Context: an optimization exercise on an open-source flow, tuned for small area. The choices shown serve that exercise and are no tape-out recipe.
Where RTL was checked, it was by simulation tests only, not by an equivalence proof against the original.

==> job 4753: inputs <==
Design alu, start of the top module:
module alu #(
	parameter DATA_WIDTH = 32,
	parameter INST_WIDTH = 4
)(
	input                   i_clk,
	input                   i_rst_n,
	input  [DATA_WIDTH-1:0] i_data_a,
	input  [DATA_WIDTH-1:0] i_data_b,
	input  [INST_WIDTH-1:0] i_inst,
	input                   i_valid,
	output [DATA_WIDTH-1:0] o_data,
	output                  o_overflow,
	output                  o_valid
);
Settings: LEC_CHECK=0, CAP_MARGIN=20, CORE_MARGIN=2, CORE_UTILIZATION=40, SLEW_MARGIN=20, SYNTH_HIERARCHICAL=1, SYNTH_MINIMUM_KEEP_SIZE=0; clock period 12.0 ns.
standard.sh (not shown) runs the stock make flow with config.mk's settings and CLKGATE_MAP_FILE= SYNTH_SCRIPT=/design/flow/synth_recipe.tcl, a recipe that flattens the netlist after the stock synthesis.
==> flow/flow/run.sh <==
#!/bin/bash
# Standard synthesis, then a polarity clean-up of the synthesized netlist
# (flow/fixpol.py: removes the inverters Yosys's full-adder extraction leaves
# between full adders, choosing De Morgan duals of gates where that needs
# fewer inverters, and setting every gate to its smallest drive, which the
# resizer sizes up where timing needs it), then the standard layout from floorplan on, with the
# port buffers made of the smallest buffer.
set -euo pipefail
R=orfs/results/sky130hd/alu/base
bash standard.sh synth > synth.log 2>&1
cp $R/1_2_yosys.v 1_2_yosys.standard.v
python3 flow/fixpol.py 1_2_yosys.standard.v $R/1_2_yosys.v --downsize > fixpol.log 2>&1
rm -f $R/1_synth.odb $R/1_synth.sdc
export BUFFER_PORTS_ARGS="-buffer_cell sky130_fd_sc_hd__buf_1"
# the resizer buffers high-fanout nets with the smaller buffers
export DONT_USE_CELLS="sky130_fd_sc_hd__buf_4 sky130_fd_sc_hd__buf_6 sky130_fd_sc_hd__buf_8 sky130_fd_sc_hd__buf_12 sky130_fd_sc_hd__buf_16"
bash standard.sh finish > layout.log 2>&1
Other scripts of this flow, unchanged in this note and not shown: flow/flow/fixpol.py
==> job 4249 (differences from job 4753) <==
--- a/flow/flow/run.sh
+++ b/flow/flow/run.sh
@@ -13,5 +13,3 @@
 rm -f $R/1_synth.odb $R/1_synth.sdc
 export BUFFER_PORTS_ARGS="-buffer_cell sky130_fd_sc_hd__buf_1"
-# the resizer buffers high-fanout nets with the smaller buffers
-export DONT_USE_CELLS="sky130_fd_sc_hd__buf_4 sky130_fd_sc_hd__buf_6 sky130_fd_sc_hd__buf_8 sky130_fd_sc_hd__buf_12 sky130_fd_sc_hd__buf_16"
 bash standard.sh finish > layout.log 2>&1
Settings changed: CAP_MARGIN 20 to 0, GPL_TIMING_DRIVEN set to 0, SLEW_MARGIN 20 to 0.
==> notes.md <==
Post-route worst hold slack: job 4249 2.18 ns; job 4753 2.23 ns
Post-detailed-placement cell area: job 4249 16900 sq um; job 4753 17200 sq um
Number of cells in the finished layout apart from fillers: job 4249 2348; job 4753 2406
Buffers excl. clock: job 4249 145; job 4753 205
Met1 capacity usage during global routing: job 4249 43.9%; job 4753 47.2%
Area taken by multi-input logic gates: job 4249 14400 sq um; job 4753 14200 sq um
Fin worst setup slack: job 4249 0.329 ns; job 4753 0.642 ns
Cell seen most often among critical-path stages: job 4249 fa_2; job 4753 fa_1
Placement Setup Slack: job 4249 -2.98 ns; job 4753 0.0408 ns
Cts repair resizes: job 4249 51; job 4753 0
Slew of the pin with the lowest slew margin: job 4249 1.55 ns; job 4753 0.979 ns
Max-Cap Viols: job 4249 1; job 4753 0
Data arrival time of the critical path: job 4249 11.83 ns; job 4753 11.53 ns
Final Slew Violations: job 4249 12; job 4753 0
GRT met3 Usage: job 4249 7.34%; job 4753 5.58%
Final Util: job 4249 46.2%; job 4753 46.1%
Critical-path top delay cell: job 4249 o21ai_2; job 4753 fa_1
Routability Congestion: job 4249 0.950; job 4753 0.965
Result of the run: job 4249 failed layout checks; job 4753 finished clean
Reasons for failing layout checks: job 4249 max-capacitance violations, max-slew violations; job 4753 -
Crit path from: job 4249 i_data_b[5]; job 4753 i_data_b[1]
Detail-routed net length per standard cell: job 4249 28.4 microns; job 4753 29.2 microns
Cell Count Post-Placement: job 4249 2317; job 4753 2397
Layout area overhead: job 4249 13.3%; job 4753 13.1%

========
==> inputs of wip/umber <==
alu, a different RTL version from the one above (not shown whole).
==> module alu, before the edit <==
module alu #(
	parameter DATA_WIDTH = 32,
	parameter INST_WIDTH = 4
)(
	input                   i_clk,
	input                   i_rst_n,
	input  [DATA_WIDTH-1:0] i_data_a,
	input  [DATA_WIDTH-1:0] i_data_b,
	input  [INST_WIDTH-1:0] i_inst,
	input                   i_valid,
	output [DATA_WIDTH-1:0] o_data,
	output                  o_overflow,
	output                  o_valid
);
	wire [31:0] a = i_data_a;
	wire [31:0] b = i_data_b;
	wire [3:0]  op = i_inst;
	wire        sub = (op == 4'd1) | (op == 4'd3) | (op == 4'd4) | (op == 4'd6) | (op == 4'd8) | (op == 4'd9);
	wire [31:0] bxx = b ^ {32{sub}};
	wire rs0 = a[0] ^ bxx[0] ^ sub;
	wire rc0 = (a[0] & bxx[0]) | (a[0] & sub) | (bxx[0] & sub);
	wire rs1 = a[1] ^ bxx[1] ^ rc0;
	wire rc1 = (a[1] & bxx[1]) | (a[1] & rc0) | (bxx[1] & rc0);
	wire rs2 = a[2] ^ bxx[2] ^ rc1;
	wire rc2 = (a[2] & bxx[2]) | (a[2] & rc1) | (bxx[2] & rc1);
	wire rs3 = a[3] ^ bxx[3] ^ rc2;
	wire rc3 = (a[3] & bxx[3]) | (a[3] & rc2) | (bxx[3] & rc2);
	wire rs4 = a[4] ^ bxx[4] ^ rc3;
	wire rc4 = (a[4] & bxx[4]) | (a[4] & rc3) | (bxx[4] & rc3);
	wire rs5 = a[5] ^ bxx[5] ^ rc4;
	wire rc5 = (a[5] & bxx[5]) | (a[5] & rc4) | (bxx[5] & rc4);
	wire rs6 = a[6] ^ bxx[6] ^ rc5;
	wire rc6 = (a[6] & bxx[6]) | (a[6] & rc5) | (bxx[6] & rc5);
	wire rs7 = a[7] ^ bxx[7] ^ rc6;
	wire rc7 = (a[7] & bxx[7]) | (a[7] & rc6) | (bxx[7] & rc6);
	wire [24:0] rhi = {1'b0, a[31:8]} + {1'b0, bxx[31:8]} + rc7;
	wire [32:0] s = {rhi, rs7, rs6, rs5, rs4, rs3, rs2, rs1, rs0};
	wire [31:0] sum = s[31:0];
	wire        cout = s[32];
	wire        bx   = b[31] ^ sub;
	wire        sovf = (a[31] == bx) & (sum[31] != a[31]);
	wire        lt_u = ~cout;               
	wire        lt_s = sum[31] ^ sovf;      
	wire [32:0] p;
	mul33 u_mul (.a(a), .b(b), .p(p));
	wire [31:0] bsuf;   
	assign bsuf[31] = b[31];
	genvar k;
	generate
		for (k = 30; k >= 0; k = k - 1) begin : g_suf
			assign bsuf[k] = bsuf[k+1] | b[k];
		end
	endgenerate
	wire [30:0] big_t;
	generate
		for (k = 1; k < 32; k = k + 1) begin : g_big
			assign big_t[k-1] = a[k] & bsuf[32-k];
		end
	endgenerate
	wire umul_ov = p[32] | (|big_t);
	wire smul_ov = p[31] ^ a[31] ^ b[31];
	wire [31:0] rev;
	generate
		for (k = 0; k < 32; k = k + 1) begin : g_rev
			assign rev[k] = a[31-k];
		end
	endgenerate
	reg [31:0] d_w;
	reg        ov_w;
	always @(*) begin
		case (op)
			4'd0:  begin d_w = sum;          ov_w = sovf;    end
			4'd1:  begin d_w = sum;          ov_w = sovf;    end
			4'd2:  begin d_w = p[31:0];      ov_w = smul_ov; end
			4'd3:  begin d_w = lt_s ? b : a; ov_w = 1'b0;    end
			4'd4:  begin d_w = lt_s ? a : b; ov_w = 1'b0;    end
			4'd5:  begin d_w = sum;          ov_w = cout;    end
			4'd6:  begin d_w = sum;          ov_w = lt_u;    end
			4'd7:  begin d_w = p[31:0];      ov_w = umul_ov; end
			4'd8:  begin d_w = lt_u ? b : a; ov_w = 1'b0;    end
			4'd9:  begin d_w = lt_u ? a : b; ov_w = 1'b0;    end
			4'd10: begin d_w = a & b;        ov_w = 1'b0;    end
			4'd11: begin d_w = a | b;        ov_w = 1'b0;    end
			4'd12: begin d_w = a ^ b;        ov_w = 1'b0;    end
			4'd13: begin d_w = ~a;           ov_w = 1'b0;    end
			4'd14: begin d_w = rev;          ov_w = 1'b0;    end
			default: begin d_w = 32'd0;      ov_w = 1'b0;    end
		endcase
	end
	reg [31:0] o_data_r;
	reg        o_overflow_r;
	reg        o_valid_r;
	assign o_data = o_data_r;
	assign o_overflow = o_overflow_r;
	assign o_valid = o_valid_r;
	always @(posedge i_clk or negedge i_rst_n) begin
		if (~i_rst_n) begin
			o_data_r <= 32'd0;
			o_overflow_r <= 1'b0;
			o_valid_r <= 1'b0;
		end
		else begin
			o_data_r <= i_valid ? d_w : 32'd0;
			o_overflow_r <= i_valid & ov_w;
			o_valid_r <= i_valid;
		end
	end
endmodule
Settings: LEC_CHECK=0, CAP_MARGIN=20, CORE_MARGIN=2, CORE_UTILIZATION=40, CTS_BUF_LIST=sky130_fd_sc_hd__clkbuf_4, GPL_TIMING_DRIVEN=0, SLEW_MARGIN=20, SYNTH_HIERARCHICAL=1, SYNTH_MINIMUM_KEEP_SIZE=0; clock period 12.0 ns.
==> flow/flow/run.sh <==
#!/bin/bash
# Standard synthesis, then a polarity clean-up of the synthesized netlist
# (flow/fixpol.py: removes the inverters Yosys's full-adder extraction leaves
# between full adders, choosing De Morgan duals of gates where that needs
# fewer inverters, and setting every gate to its smallest drive, which the
# resizer sizes up where timing needs it), then the standard layout from floorplan on, with the
# port buffers made of the smallest buffer.
set -euo pipefail
R=orfs/results/sky130hd/alu/base
bash standard.sh synth > synth.log 2>&1
cp $R/1_2_yosys.v 1_2_yosys.standard.v
python3 flow/fixpol.py 1_2_yosys.standard.v $R/1_2_yosys.v --downsize > fixpol.log 2>&1
rm -f $R/1_synth.odb $R/1_synth.sdc
export BUFFER_PORTS_ARGS="-buffer_cell sky130_fd_sc_hd__buf_1"
bash standard.sh finish > layout.log 2>&1
Other scripts of this flow, unchanged in this note and not shown: flow/flow/fixpol.py
==> wip/indigo: changes against wip/umber <==
--- a/flow/design.v
+++ b/flow/design.v
@@ -65,28 +65,31 @@
 			assign rev[k] = a[31-k];
 		end
 	endgenerate
-	reg [31:0] d_w;
-	reg        ov_w;
-	always @(*) begin
-		case (op)
-			4'd0:  begin d_w = sum;          ov_w = sovf;    end
-			4'd1:  begin d_w = sum;          ov_w = sovf;    end
-			4'd2:  begin d_w = p[31:0];      ov_w = smul_ov; end
-			4'd3:  begin d_w = lt_s ? b : a; ov_w = 1'b0;    end
-			4'd4:  begin d_w = lt_s ? a : b; ov_w = 1'b0;    end
-			4'd5:  begin d_w = sum;          ov_w = cout;    end
-			4'd6:  begin d_w = sum;          ov_w = lt_u;    end
-			4'd7:  begin d_w = p[31:0];      ov_w = umul_ov; end
-			4'd8:  begin d_w = lt_u ? b : a; ov_w = 1'b0;    end
-			4'd9:  begin d_w = lt_u ? a : b; ov_w = 1'b0;    end
-			4'd10: begin d_w = a & b;        ov_w = 1'b0;    end
-			4'd11: begin d_w = a | b;        ov_w = 1'b0;    end
-			4'd12: begin d_w = a ^ b;        ov_w = 1'b0;    end
-			4'd13: begin d_w = ~a;           ov_w = 1'b0;    end
-			4'd14: begin d_w = rev;          ov_w = 1'b0;    end
-			default: begin d_w = 32'd0;      ov_w = 1'b0;    end
-		endcase
-	end
+	wire is_max_min = (op == 4'd3) | (op == 4'd4) | (op == 4'd8) | (op == 4'd9);
+	wire pick_b = ((op == 4'd3) & lt_s) | ((op == 4'd4) & ~lt_s) |
+	              ((op == 4'd8) & lt_u) | ((op == 4'd9) & ~lt_u);
+	wire pick_a = is_max_min & ~pick_b;
+	wire op_and = (op == 4'd10);
+	wire op_or  = (op == 4'd11);
+	wire op_xor = (op == 4'd12);
+	wire op_not = (op == 4'd13);
+	wire [3:0] lut;    
+	assign lut[0] = i_valid & op_not;
+	assign lut[1] = i_valid & (pick_b | op_or | op_xor | op_not);
+	assign lut[2] = i_valid & (pick_a | op_or | op_xor);
+	assign lut[3] = i_valid & (pick_a | pick_b | op_and | op_or);
+	wire sel_sum = i_valid & ((op == 4'd0) | (op == 4'd1) | (op == 4'd5) | (op == 4'd6));
+	wire sel_mul = i_valid & ((op == 4'd2) | (op == 4'd7));
+	wire sel_rev = i_valid & (op == 4'd14);
+	wire [31:0] d_w;
+	generate
+		for (k = 0; k < 32; k = k + 1) begin : g_out
+			assign d_w[k] = lut[{a[k], b[k]}] | (sel_sum & sum[k]) | (sel_mul & p[k]) | (sel_rev & a[31-k]);
+		end
+	endgenerate
+	wire ov_w = i_valid & (((op == 4'd0) | (op == 4'd1)) & sovf |
+	                      (op == 4'd5) & cout | (op == 4'd6) & lt_u |
+	                      (op == 4'd2) & smul_ov | (op == 4'd7) & umul_ov);
 	reg [31:0] o_data_r;
 	reg        o_overflow_r;
 	reg        o_valid_r;
@@ -100,8 +103,8 @@
 			o_valid_r <= 1'b0;
 		end
 		else begin
-			o_data_r <= i_valid ? d_w : 32'd0;
-			o_overflow_r <= i_valid & ov_w;
+			o_data_r <= d_w;
+			o_overflow_r <= ov_w;
 			o_valid_r <= i_valid;
 		end
 	end
==> flow/flow/run.sh (replaced) <==
#!/bin/bash
# Standard synthesis, then a polarity clean-up of the synthesized netlist
# (flow/fixpol.py: removes the inverters Yosys's full-adder extraction leaves
# between full adders, choosing De Morgan duals of gates where that needs
# fewer inverters), then the standard layout from floorplan on, with the
# port buffers made of the smallest buffer.
set -euo pipefail
R=orfs/results/sky130hd/alu/base
bash standard.sh synth > synth.log 2>&1
cp $R/1_2_yosys.v 1_2_yosys.standard.v
python3 flow/fixpol.py 1_2_yosys.standard.v $R/1_2_yosys.v > fixpol.log 2>&1
rm -f $R/1_synth.odb $R/1_synth.sdc
export BUFFER_PORTS_ARGS="-buffer_cell sky130_fd_sc_hd__buf_1"
bash standard.sh finish > layout.log 2>&1
CTS_BUF_LIST = unset   (was sky130_fd_sc_hd__clkbuf_4)
GPL_TIMING_DRIVEN = unset   (was 0)
==> flow_results.org <==
** Run status
- Status :: finished clean

** Placement
- Instance area at placement :: 19100 µm²

** Cells and area
- For this run, the post-layout net count is 2262.

** Critical path
- For the worst setup path, the data required time is approximately 12 ns.

** Global route
- GR Util All Layers :: 31.5%
the above is filed under wip/indigo

==> flow_results.org <==
** Cells and area
- The register with the most flip-flops in the layout has 32 of them.
- Final net count :: 2372

** Routing
- Drt wl/cell :: between 20 and 30 µm

** Run status
- Status :: finished clean

** Critical path
- STA puts the critical path data required time at 12.26 ns.
- Crit path capture type :: flip-flop

** Placement
- The placed instances occupy a cell area of 18300 µm².
the above is filed under wip/umber

No functional check of the RTL was part of wip/umber.

-- re-timing with driven ports --
How much do the figures lean on ideal ports? The routed layouts below were timed once more, with nothing changed but the port constraints.
Step 1, drivers: a clkbuf_16 drives i_clk and a buf_2 each remaining input, both assumed.
Step 2 adds t to the input delays and takes it off the output delays; t is the mean of the earliest and latest rising clock arrival at the registers after step 1. Input paths then give back, and output paths get back, about the clock's delay inside the block.
a / b / c = ideal ports / drivers / drivers and shift; a / b = the first two.
run | t (ns) | setup WS [ns] | pins driven straight from the clock port
job 4753 | 0.334 | 0.642 / 0.655 / 0.321 | 1
job 4249 | 0.322 | 0.329 / 0.346 / 0.024 | 1
wip/umber | 0.374 | 0.321 / 0.276 / -0.099 | 1
wip/indigo | 0.322 | 0.542 / 0.546 / 0.225 | 1
Met with ideal ports but missed after step 2: setup timing in wip/umber. The setup slack of wip/umber, which loses most, moves by -0.045 ns with the drivers and by -0.420 ns with both steps.
